Source: an optimization exercise on an open RTL-to-GDS flow (aim: small area, a short achievable clock period and few clock cycles). Production flows keep margins and buffers that such runs may drop. RTL that was checked went through simulation tests only; none was proved equivalent to the original.

Design alu_top, start of the top module:
module alu_top(
    input wire clk,
    input wire reset,
    input wire [7:0] operand_a,
    input wire [7:0] operand_b,
    input wire [1:0] operation,
    input wire start,
    output reg [15:0] result,
    output wire ready,
    output reg overflow,
    output reg zero
);
    wire [7:0] a = operand_a;
    wire [7:0] b = operand_b;
    wire is_mul_in = operation[1] & ~operation[0];
    function [9:0] brow(input [7:0] m, input one, input two, input neg, input ext);
        reg [9:0] m1, m2;
        begin
            m1 = {{2{ext & m[7]}}, m};
            m2 = {ext & m[7], m, 1'b0};
            brow = (({10{one}} & m1) | ({10{two}} & m2)) ^ {10{neg}};
        end
    endfunction
    function [2:0] benc(input [2:0] x);
        benc = {x[1] ^ x[0], (x[2] & ~x[1] & ~x[0]) | (~x[2] & x[1] & x[0]), x[2]};
    endfunction
    reg busy;           
    reg is_div;         
    reg [1:0] cnt;      
    reg flag;           
    reg [7:0] M;        
    reg [16:0] W;       
    wire [2:0] e0 = benc({a[1:0], 1'b0});
    wire u1_one = is_mul_in ? e0[2] : 1'b1;
    wire u1_two = is_mul_in & e0[1];
    wire u1_neg = is_mul_in ? e0[0] : operation[0];
    wire [9:0] A1 = is_mul_in ? 10'd0 : {2'b00, a};
    wire [9:0] B1 = brow(b, u1_one, u1_two, u1_neg, is_mul_in);
    wire [10:0] S1 = {1'b0, A1} + {1'b0, B1} + {10'd0, u1_neg};
    wire [7:0] s = S1[7:0];
    wire as_ov = (a[7] == (b[7] ^ operation[0])) && (s[7] != a[7]);
    wire lt = S1[9];                                 
    wire lt2 = {1'b0, a} < {b, 1'b0};                
    wire [7:0] zx = a ^ b;
    wire s_zero = operation[0] ? (zx == 8'd0) : (zx == {a[6:0] | b[6:0], 1'b0});
    wire bz = (b == 8'd0);
    wire q7 = ({7'b0, a[7]} >= b);
    wire r7 = q7 ? (a[7] - b[0]) : a[7];
    wire [1:0] x6 = {r7, a[6]};
    wire q6 = ({6'b0, x6} >= b);
    wire [1:0] r6 = q6 ? (x6 - b[1:0]) : x6;
    wire [2:0] x5 = {r6, a[5]};
    wire q5 = ({5'b0, x5} >= b);
    wire [2:0] r5 = q5 ? (x5 - b[2:0]) : x5;
    wire [2:0] e1 = benc(a[3:1]);
    wire u2_one = is_mul_in ? e1[2] : 1'b1;
    wire u2_two = is_mul_in & e1[1];
    wire u2_neg = is_mul_in ? e1[0] : 1'b1;
  ...
For scale: ~830 cells after synthesis, roughly 29 flip-flops, roughly 40 I/O pins, roughly 5100 µm² of cells after synthesis.
==> module alu_top, before the edit <==
module alu_top(
    input wire clk,
    input wire reset,
    input wire [7:0] operand_a,
    input wire [7:0] operand_b,
    input wire [1:0] operation,
    input wire start,
    output reg [15:0] result,
    output wire ready,
    output reg overflow,
    output reg zero
);
    wire [7:0] a = operand_a;
    wire [7:0] b = operand_b;
    wire is_mul_in = operation[1] & ~operation[0];
    function [9:0] brow(input [7:0] m, input one, input two, input neg, input ext);
        reg [9:0] m1, m2;
        begin
            m1 = {{2{ext & m[7]}}, m};
            m2 = {ext & m[7], m, 1'b0};
            brow = (({10{one}} & m1) | ({10{two}} & m2)) ^ {10{neg}};
        end
    endfunction
    function [2:0] benc(input [2:0] x);
        benc = {x[1] ^ x[0], (x[2] & ~x[1] & ~x[0]) | (~x[2] & x[1] & x[0]), x[2]};
    endfunction
    reg busy;           
    reg is_div;         
    reg [1:0] cnt;      
    reg flag;           
    reg [7:0] M;        
    reg [16:0] W;       
    wire [2:0] e0 = benc({a[1:0], 1'b0});
    wire u1_one = is_mul_in ? e0[2] : 1'b1;
    wire u1_two = is_mul_in & e0[1];
    wire u1_neg = is_mul_in ? e0[0] : operation[0];
    wire [9:0] A1 = is_mul_in ? 10'd0 : {2'b00, a};
    wire [9:0] B1 = brow(b, u1_one, u1_two, u1_neg, is_mul_in);
    wire [10:0] S1 = {1'b0, A1} + {1'b0, B1} + {10'd0, u1_neg};
    wire [7:0] s = S1[7:0];
    wire as_ov = (a[7] == (b[7] ^ operation[0])) && (s[7] != a[7]);
    wire lt = S1[9];                                 
    wire lt2 = {1'b0, a} < {b, 1'b0};                
    wire [7:0] zx = a ^ b;
    wire s_zero = operation[0] ? (zx == 8'd0) : (zx == {a[6:0] | b[6:0], 1'b0});
    wire bz = (b == 8'd0);
    wire q7 = ({7'b0, a[7]} >= b);
    wire r7 = q7 ? (a[7] - b[0]) : a[7];
    wire [1:0] x6 = {r7, a[6]};
    wire q6 = ({6'b0, x6} >= b);
    wire [1:0] r6 = q6 ? (x6 - b[1:0]) : x6;
    wire [2:0] x5 = {r6, a[5]};
    wire q5 = ({5'b0, x5} >= b);
    wire [2:0] r5 = q5 ? (x5 - b[2:0]) : x5;
    wire [2:0] e1 = benc(a[3:1]);
    wire u2_one = is_mul_in ? e1[2] : 1'b1;
    wire u2_two = is_mul_in & e1[1];
    wire u2_neg = is_mul_in ? e1[0] : 1'b1;
    wire [9:0] A2 = is_mul_in ? {{2{S1[9]}}, S1[9:2]} : {6'b0, r5, a[4]};
    wire [9:0] B2 = brow(b, u2_one, u2_two, u2_neg, is_mul_in);
    wire [10:0] S2 = {1'b0, A2} + {1'b0, B2} + {10'd0, u2_neg};
    wire [11:0] p01 = {S2[9:0], S1[1:0]};            
    wire q4 = ~S2[9];
    wire [7:0] r4 = q4 ? S2[7:0] : {4'b0, r5, a[4]};
    wire [7:0] R = W[15:8];
    wire [7:0] QL = W[7:0];
    wire [11:0] P = W[11:0];
    wire [4:0] ah = W[16:12];                        
    wire [2:0] e2 = benc(ah[2:0]);
    wire [2:0] e3 = benc(ah[4:2]);
    wire d1_one = is_div | e2[2];
    wire d1_two = ~is_div & e2[1];
    wire d1_neg = is_div | e2[0];
    wire [9:0] DA1 = is_div ? {1'b0, R, QL[7]} : {{2{P[11]}}, P[11:4]};
    wire [9:0] DB1 = brow(M, d1_one, d1_two, d1_neg, ~is_div);
    wire [10:0] T1 = {1'b0, DA1} + {1'b0, DB1} + {10'd0, d1_neg};
    wire qa = ~T1[9];
    wire [7:0] Ra = qa ? T1[7:0] : {R[6:0], QL[7]};
    wire d2_one = is_div | e3[2];
    wire d2_two = ~is_div & e3[1];
    wire d2_neg = is_div | e3[0];
    wire [9:0] DA2 = is_div ? {1'b0, Ra, QL[6]} : {{2{T1[9]}}, T1[9:2]};
    wire [9:0] DB2 = brow(M, d2_one, d2_two, d2_neg, ~is_div);
    wire [10:0] T2 = {1'b0, DA2} + {1'b0, DB2} + {10'd0, d2_neg};
    wire qb = ~T2[9];
    wire [7:0] Rb = qb ? T2[7:0] : {Ra[6:0], QL[6]};
    wire [15:0] div_res = {Rb, QL[5:0], qa, qb};
    wire [15:0] mul_res = {T2[9:0], T1[1:0], P[3:0]};
    wire fast = ~operation[1] | (operation[0] & lt2);
    wire last = busy & (~is_div | cnt[0]);
    assign ready = (start & fast) | last;
    always @(posedge clk or posedge reset) begin
        if (reset) busy <= 1'b0;
        else busy <= busy ? ~last : (start & ~fast);
    end
    always @(posedge clk) begin
        if (!busy) begin
            M <= b;
            is_div <= operation[0];
            cnt <= 2'd0;
            flag <= bz | (~operation[0] & (a == 8'd0));
            W <= operation[0] ? {1'b0, r4, a[3:0], q7, q6, q5, q4} : {a[7:3], p01};
        end else begin
            cnt <= cnt + 2'd1;
            W <= {1'b0, div_res};
        end
    end
    always @(*) begin
        if (busy) begin
            if (is_div) begin
                result = div_res;
                overflow = flag;
                zero = 1'b0;
            end else begin
                result = mul_res;
                overflow = 1'b0;
                zero = flag;
            end
        end else if (operation[1]) begin
            result = lt ? {a, 8'h00} : {s, 8'h01};
            overflow = 1'b0;
            zero = lt;
        end else begin
            result = {{8{s[7]}}, s};
            overflow = as_ov;
            zero = s_zero;
        end
    end
endmodule
==> flow/config.mk <==
export PLATFORM = sky130hd
export DESIGN_NAME = alu_top
export DESIGN_NICKNAME = alu_top
export VERILOG_FILES = /design/flow/design.v
export SDC_FILE = /design/flow/constraint.sdc
export NUM_CORES = 4
export LEC_CHECK = 0
export ABC_AREA = 1
export CAP_MARGIN = 20
export CORE_MARGIN = 2
export CORE_UTILIZATION = 40
export SETUP_SLACK_MARGIN = 0.2
export SLEW_MARGIN = 20
==> flow/constraint.sdc <==
create_clock -name core_clock -period 7.0 [get_ports {clk}]
set_input_delay 1.4000 -clock core_clock [delete_from_list [all_inputs] [get_ports {clk}]]
set_output_delay 1.4000 -clock core_clock [all_outputs]
set_load 0.01 [all_outputs]
standard.sh (not shown) runs the stock make flow with config.mk's settings and CLKGATE_MAP_FILE= SYNTH_SCRIPT=/design/flow/synth_recipe.tcl, a recipe that flattens the netlist after the stock synthesis.
==> flow/flow/run.sh <==
#!/bin/bash
# Standard layout, with the port buffers made of sky130_fd_sc_hd__buf_2 cells
# (buffer_ports otherwise picks the slow clkdlybuf4s50_1). Every port is still buffered.
set -euo pipefail
export BUFFER_PORTS_ARGS="-buffer_cell sky130_fd_sc_hd__buf_2"
bash standard.sh > standard.log 2>&1
The first run finished with timing, DRC and antenna clean.
Next try:
--- a/flow/design.v
+++ b/flow/design.v
@@ -41,26 +41,16 @@
     wire as_ov = (a[7] == (b[7] ^ operation[0])) && (s[7] != a[7]);
     wire lt = S1[9];                                 
+    wire [2:0] e1 = benc(a[3:1]);
+    wire [9:0] A2 = {{2{S1[9]}}, S1[9:2]};
+    wire [9:0] B2 = brow(b, e1[2], e1[1], e1[0], 1'b1);
+    wire [10:0] S2 = {1'b0, A2} + {1'b0, B2} + {10'd0, e1[0]};
+    wire [11:0] p01 = {S2[9:0], S1[1:0]};            
     wire lt2 = {1'b0, a} < {b, 1'b0};                
-    wire [7:0] zx = a ^ b;
-    wire s_zero = operation[0] ? (zx == 8'd0) : (zx == {a[6:0] | b[6:0], 1'b0});
     wire bz = (b == 8'd0);
     wire q7 = ({7'b0, a[7]} >= b);
-    wire r7 = q7 ? (a[7] - b[0]) : a[7];
-    wire [1:0] x6 = {r7, a[6]};
-    wire q6 = ({6'b0, x6} >= b);
-    wire [1:0] r6 = q6 ? (x6 - b[1:0]) : x6;
-    wire [2:0] x5 = {r6, a[5]};
-    wire q5 = ({5'b0, x5} >= b);
-    wire [2:0] r5 = q5 ? (x5 - b[2:0]) : x5;
-    wire [2:0] e1 = benc(a[3:1]);
-    wire u2_one = is_mul_in ? e1[2] : 1'b1;
-    wire u2_two = is_mul_in & e1[1];
-    wire u2_neg = is_mul_in ? e1[0] : 1'b1;
-    wire [9:0] A2 = is_mul_in ? {{2{S1[9]}}, S1[9:2]} : {6'b0, r5, a[4]};
-    wire [9:0] B2 = brow(b, u2_one, u2_two, u2_neg, is_mul_in);
-    wire [10:0] S2 = {1'b0, A2} + {1'b0, B2} + {10'd0, u2_neg};
-    wire [11:0] p01 = {S2[9:0], S1[1:0]};            
-    wire q4 = ~S2[9];
-    wire [7:0] r4 = q4 ? S2[7:0] : {4'b0, r5, a[4]};
+    wire r1 = (q7 & ~bz) ? 1'b0 : a[7];
+    wire [1:0] x2 = {r1, a[6]};
+    wire q6 = ({6'b0, x2} >= b);
+    wire [1:0] r2 = q6 ? (x2 - b[1:0]) : x2;
     wire [7:0] R = W[15:8];
     wire [7:0] QL = W[7:0];
@@ -88,5 +78,5 @@
     wire [15:0] mul_res = {T2[9:0], T1[1:0], P[3:0]};
     wire fast = ~operation[1] | (operation[0] & lt2);
-    wire last = busy & (~is_div | cnt[0]);
+    wire last = busy & (~is_div | cnt[1]);
     assign ready = (start & fast) | last;
     always @(posedge clk or posedge reset) begin
@@ -100,5 +90,5 @@
             cnt <= 2'd0;
             flag <= bz | (~operation[0] & (a == 8'd0));
-            W <= operation[0] ? {1'b0, r4, a[3:0], q7, q6, q5, q4} : {a[7:3], p01};
+            W <= operation[0] ? {1'b0, 6'b0, r2, a[5:0], q7, q6} : {a[7:3], p01};
         end else begin
             cnt <= cnt + 2'd1;
@@ -124,5 +114,5 @@
             result = {{8{s[7]}}, s};
             overflow = as_ov;
-            zero = s_zero;
+            zero = (s == 8'd0);
         end
     end
=>
- final area came out lower by 12%
- hold slack is better by 0.014 ns
- worst setup slack improves by 0.13 ns
- count of clock-buffer cells in the layout grows by 1
- sequential cell count rises by 1
- non-clock buffer count fell by 14
- clock skew stays flat
- wire length went down by 14%
- core utilization falls by 1.3 points
- global-route usage goes down by 1.3 points
- cell count fell by 15%
Testbench counts after the change, summed over its fixed seeds: cycles 4,589.
For the first run of this note, only the layout was checked, not whether the RTL still works.

========
Another version of the RTL of alu_top (not shown whole).
Size in the first run: ~780 cells after synthesis, ~34 flip-flops, roughly 4800 um^2 of cells after synthesis.
==> module alu_top, before the edit <==
module alu_top(
    input wire clk,
    input wire reset,
    input wire [7:0] operand_a,
    input wire [7:0] operand_b,
    input wire [1:0] operation,
    input wire start,
    output reg [15:0] result,
    output wire ready,
    output reg overflow,
    output reg zero
);
    wire [7:0] a = operand_a;
    wire [7:0] b = operand_b;
    wire is_mul_in = operation[1] & ~operation[0];
    function [9:0] brow(input [7:0] m, input one, input two, input neg, input ext);
        reg [9:0] m1, m2;
        begin
            m1 = {{2{ext & m[7]}}, m};
            m2 = {ext & m[7], m, 1'b0};
            brow = (({10{one}} & m1) | ({10{two}} & m2)) ^ {10{neg}};
        end
    endfunction
    function [2:0] benc(input [2:0] x);
        benc = {x[1] ^ x[0], (x[2] & ~x[1] & ~x[0]) | (~x[2] & x[1] & x[0]), x[2]};
    endfunction
    reg busy;           
    reg is_div;         
    reg is_mul;         
    reg [1:0] cnt;      
    reg flag;           
    reg [7:0] M;        
    reg [19:0] W;       
    wire [2:0] e0 = benc({a[1:0], 1'b0});
    wire u1_one = is_mul_in ? e0[2] : 1'b1;
    wire u1_two = is_mul_in & e0[1];
    wire u1_neg = is_mul_in ? e0[0] : operation[0];
    wire [9:0] A1 = is_mul_in ? 10'd0 : {2'b00, a};
    wire [9:0] B1 = brow(b, u1_one, u1_two, u1_neg, is_mul_in);
    wire [10:0] S1 = {1'b0, A1} + {1'b0, B1} + {10'd0, u1_neg};
    wire [7:0] s = S1[7:0];
    wire as_ov = (a[7] == (b[7] ^ operation[0])) && (s[7] != a[7]);
    wire lt = S1[9];                                 
    wire [2:0] e1 = benc(a[3:1]);
    wire [9:0] A2 = {{2{S1[9]}}, S1[9:2]};
    wire [9:0] B2 = brow(b, e1[2], e1[1], e1[0], 1'b1);
    wire [10:0] S2 = {1'b0, A2} + {1'b0, B2} + {10'd0, e1[0]};
    wire [11:0] p01 = {S2[9:0], S1[1:0]};            
    wire lt2 = {1'b0, a} < {b, 1'b0};                
    wire bz = (b == 8'd0);
    reg [3:0] t;
    always @(*) begin
        case ({a[7:6], b[1:0]})
            4'b0000: t = 4'b1100;
            4'b0001: t = 4'b0000;
            4'b0010: t = 4'b0000;
            4'b0011: t = 4'b0000;
            4'b0100: t = 4'b1101;
            4'b0101: t = 4'b0100;
            4'b0110: t = 4'b0001;
            4'b0111: t = 4'b0001;
            4'b1000: t = 4'b1110;
            4'b1001: t = 4'b1000;
            4'b1010: t = 4'b0100;
            4'b1011: t = 4'b0010;
            4'b1100: t = 4'b1111;
            4'b1101: t = 4'b1100;
            4'b1110: t = 4'b0101;
            4'b1111: t = 4'b0100;
            default: t = 4'b0000;
        endcase
    end
    wire bh = |b[7:2];
    wire q7 = ~bh & t[3];
    wire q6 = ~bh & t[2];
    wire [1:0] r2 = bh ? a[7:6] : t[1:0];
    wire [7:0] R = W[15:8];
    wire [7:0] QL = W[7:0];
    wire [11:0] P = W[11:0];
    wire [2:0] ah = W[14:12];                        
    wire [2:0] e3 = benc(ah);
    wire [3:0] dc = W[19:16];                        
    wire d1_one = dc[3];
    wire d1_two = dc[2];
    wire d1_neg = dc[1];
    wire [9:0] DA1 = is_mul ? {{2{P[11]}}, P[11:4]} : {1'b0, R, QL[7]};
    wire [9:0] DB1 = brow(M, d1_one, d1_two, d1_neg, dc[0]);
    wire [10:0] T1 = {1'b0, DA1} + {1'b0, DB1} + {10'd0, d1_neg};
    wire qa = ~T1[9];
    wire [7:0] Ra = qa ? T1[7:0] : {R[6:0], QL[7]};
    wire d2_one = is_div | e3[2];
    wire d2_two = ~is_div & e3[1];
    wire d2_neg = is_div | e3[0];
    wire [9:0] DA2 = is_mul ? {{2{T1[9]}}, T1[9:2]} : {1'b0, Ra, QL[6]};
    wire [9:0] DB2 = brow(M, d2_one, d2_two, d2_neg, ~is_div);
    wire [10:0] T2 = {1'b0, DA2} + {1'b0, DB2} + {10'd0, d2_neg};
    wire qb = ~T2[9];
    wire [7:0] Rb = qb ? T2[7:0] : {Ra[6:0], QL[6]};
    wire [15:0] div_res = {Rb, QL[5:0], qa, qb};
    wire [15:0] mul_res = {T2[9:0], T1[1:0], P[3:0]};
    wire fast = ~operation[1] | (operation[0] & lt2);
    wire last = busy & (~is_div | cnt[1]);
    assign ready = (start & fast) | last;
    always @(posedge clk or posedge reset) begin
        if (reset) busy <= 1'b0;
        else busy <= busy ? ~last : (start & ~fast);
    end
    always @(posedge clk) begin
        if (!busy) begin
            M <= b;
            is_div <= operation[0];
            is_mul <= ~operation[0];
            cnt <= 2'd0;
            flag <= bz | (~operation[0] & (a == 8'd0));
            W <= operation[0] ? {4'b1010, 6'b0, r2, a[5:0], q7, q6} : {benc(a[5:3]), 1'b1, 1'b0, a[7:5], p01};
        end else begin
            cnt <= cnt + 2'd1;
            W <= {4'b1010, div_res};
        end
    end
    always @(*) begin
        if (busy) begin
            if (is_div) begin
                result = div_res;
                overflow = flag;
                zero = 1'b0;
            end else begin
                result = mul_res;
                overflow = 1'b0;
                zero = flag;
            end
        end else if (operation[1]) begin
            result = lt ? {a, 8'h00} : {s, 8'h01};
            overflow = 1'b0;
            zero = lt;
        end else begin
            result = {{8{s[7]}}, s};
            overflow = as_ov;
            zero = (s == 8'd0);
        end
    end
endmodule
==> flow/config.mk <==
export PLATFORM = sky130hd
export DESIGN_NAME = alu_top
export DESIGN_NICKNAME = alu_top
export VERILOG_FILES = /design/flow/design.v
export SDC_FILE = /design/flow/constraint.sdc
export NUM_CORES = 4
export LEC_CHECK = 0
export ABC_AREA = 1
export CAP_MARGIN = 20
export CORE_MARGIN = 2
export CORE_UTILIZATION = 40
export CTS_BUF_LIST = sky130_fd_sc_hd__clkbuf_8
export SETUP_SLACK_MARGIN = 0.2
export SLEW_MARGIN = 20
==> flow/constraint.sdc <==
create_clock -name core_clock -period 7.0 [get_ports {clk}]
set_input_delay 1.4000 -clock core_clock [delete_from_list [all_inputs] [get_ports {clk}]]
set_output_delay 1.4000 -clock core_clock [all_outputs]
set_load 0.01 [all_outputs]
Scripts as last shown in full above: flow/flow/run.sh
The first run ran to the end with no violations.
Edit:
--- a/flow/design.v
+++ b/flow/design.v
@@ -24,11 +24,10 @@
     function [2:0] benc(input [2:0] x);
         benc = {x[1] ^ x[0], (x[2] & ~x[1] & ~x[0]) | (~x[2] & x[1] & x[0]), x[2]};
     endfunction
     reg busy;           
     reg is_div;         
-    reg is_mul;         
     reg [1:0] cnt;      
     reg flag;           
     reg [7:0] M;        
     reg [19:0] W;       
     wire [2:0] e0 = benc({a[1:0], 1'b0});
@@ -81,19 +80,19 @@
     wire [2:0] e3 = benc(ah);
     wire [3:0] dc = W[19:16];                        
     wire d1_one = dc[3];
     wire d1_two = dc[2];
     wire d1_neg = dc[1];
-    wire [9:0] DA1 = is_mul ? {{2{P[11]}}, P[11:4]} : {1'b0, R, QL[7]};
+    wire [9:0] DA1 = is_div ? {1'b0, R, QL[7]} : {{2{P[11]}}, P[11:4]};
     wire [9:0] DB1 = brow(M, d1_one, d1_two, d1_neg, dc[0]);
     wire [10:0] T1 = {1'b0, DA1} + {1'b0, DB1} + {10'd0, d1_neg};
     wire qa = ~T1[9];
     wire [7:0] Ra = qa ? T1[7:0] : {R[6:0], QL[7]};
     wire d2_one = is_div | e3[2];
     wire d2_two = ~is_div & e3[1];
     wire d2_neg = is_div | e3[0];
-    wire [9:0] DA2 = is_mul ? {{2{T1[9]}}, T1[9:2]} : {1'b0, Ra, QL[6]};
+    wire [9:0] DA2 = is_div ? {1'b0, Ra, QL[6]} : {{2{T1[9]}}, T1[9:2]};
     wire [9:0] DB2 = brow(M, d2_one, d2_two, d2_neg, ~is_div);
     wire [10:0] T2 = {1'b0, DA2} + {1'b0, DB2} + {10'd0, d2_neg};
     wire qb = ~T2[9];
     wire [7:0] Rb = qb ? T2[7:0] : {Ra[6:0], QL[6]};
     wire [15:0] div_res = {Rb, QL[5:0], qa, qb};
@@ -107,11 +106,10 @@
     end
     always @(posedge clk) begin
         if (!busy) begin
             M <= b;
             is_div <= operation[0];
-            is_mul <= ~operation[0];
             cnt <= 2'd0;
             flag <= bz | (~operation[0] & (a == 8'd0));
             W <= operation[0] ? {4'b1010, 6'b0, r2, a[5:0], q7, q6} : {benc(a[5:3]), 1'b1, 1'b0, a[7:5], p01};
         end else begin
             cnt <= cnt + 2'd1;
Effect:
- The changed run produced a clean layout
- cell area went down by about 2%
- clock-buffer cell count is unchanged
- worst setup slack gets worse by 33 ps
- fmax went down by 0.52%
- register-to-register slack hardly moves
- die area came out lower by about 1.8%
- sequential share of layout area decreases by 0.28 points
- routed wire length is about the same
No functional check of the RTL was part of any run of this note.

==> afterwards: timing with drivers on the ports <==
In the flow no input, the clock included, has a driving cell. The finished layouts below were timed again as built, in two steps. Step 1: set_driving_cell puts a clkbuf_16 on clk and a buf_2 on each other input, an assumption about the parent block. Step 2 moves the port delays by t, midway between the first and last clock arrival at a register: inputs arrive t later, outputs are due t later. That takes back most of the time a late clock gives input paths. a / b / c = ideal / step 1 / step 2; a / b = the first two.
run | t, ns | setup WS [ns] | hold WS [ns] | worst setup path at the end | worst slew at a driven data input, ns
the first run of note 1 | 0.310 | 0.558 / 0.520 / 0.354 | 0.429 / 0.429 / 0.429 | input to register | 0.04
the second run of note 1 | 0.313 | 0.690 / 0.652 / 0.818 | 0.444 / 0.444 / 0.444 | input to output | 0.03
the first run of note 2 | 0.310 | 0.728 / 0.701 / 0.801 | 0.441 / 0.441 / 0.441 | input to output | 0.03
the second run of note 2 | 0.324 | 0.695 / 0.661 / 0.963 | 0.449 / 0.449 / 0.449 | input to output | 0.06
After both steps setup and hold are still met in every run listed. For the first run of note 1, which loses most, drivers alone change the setup slack by -0.038 ns; drivers and shift together by -0.204 ns.
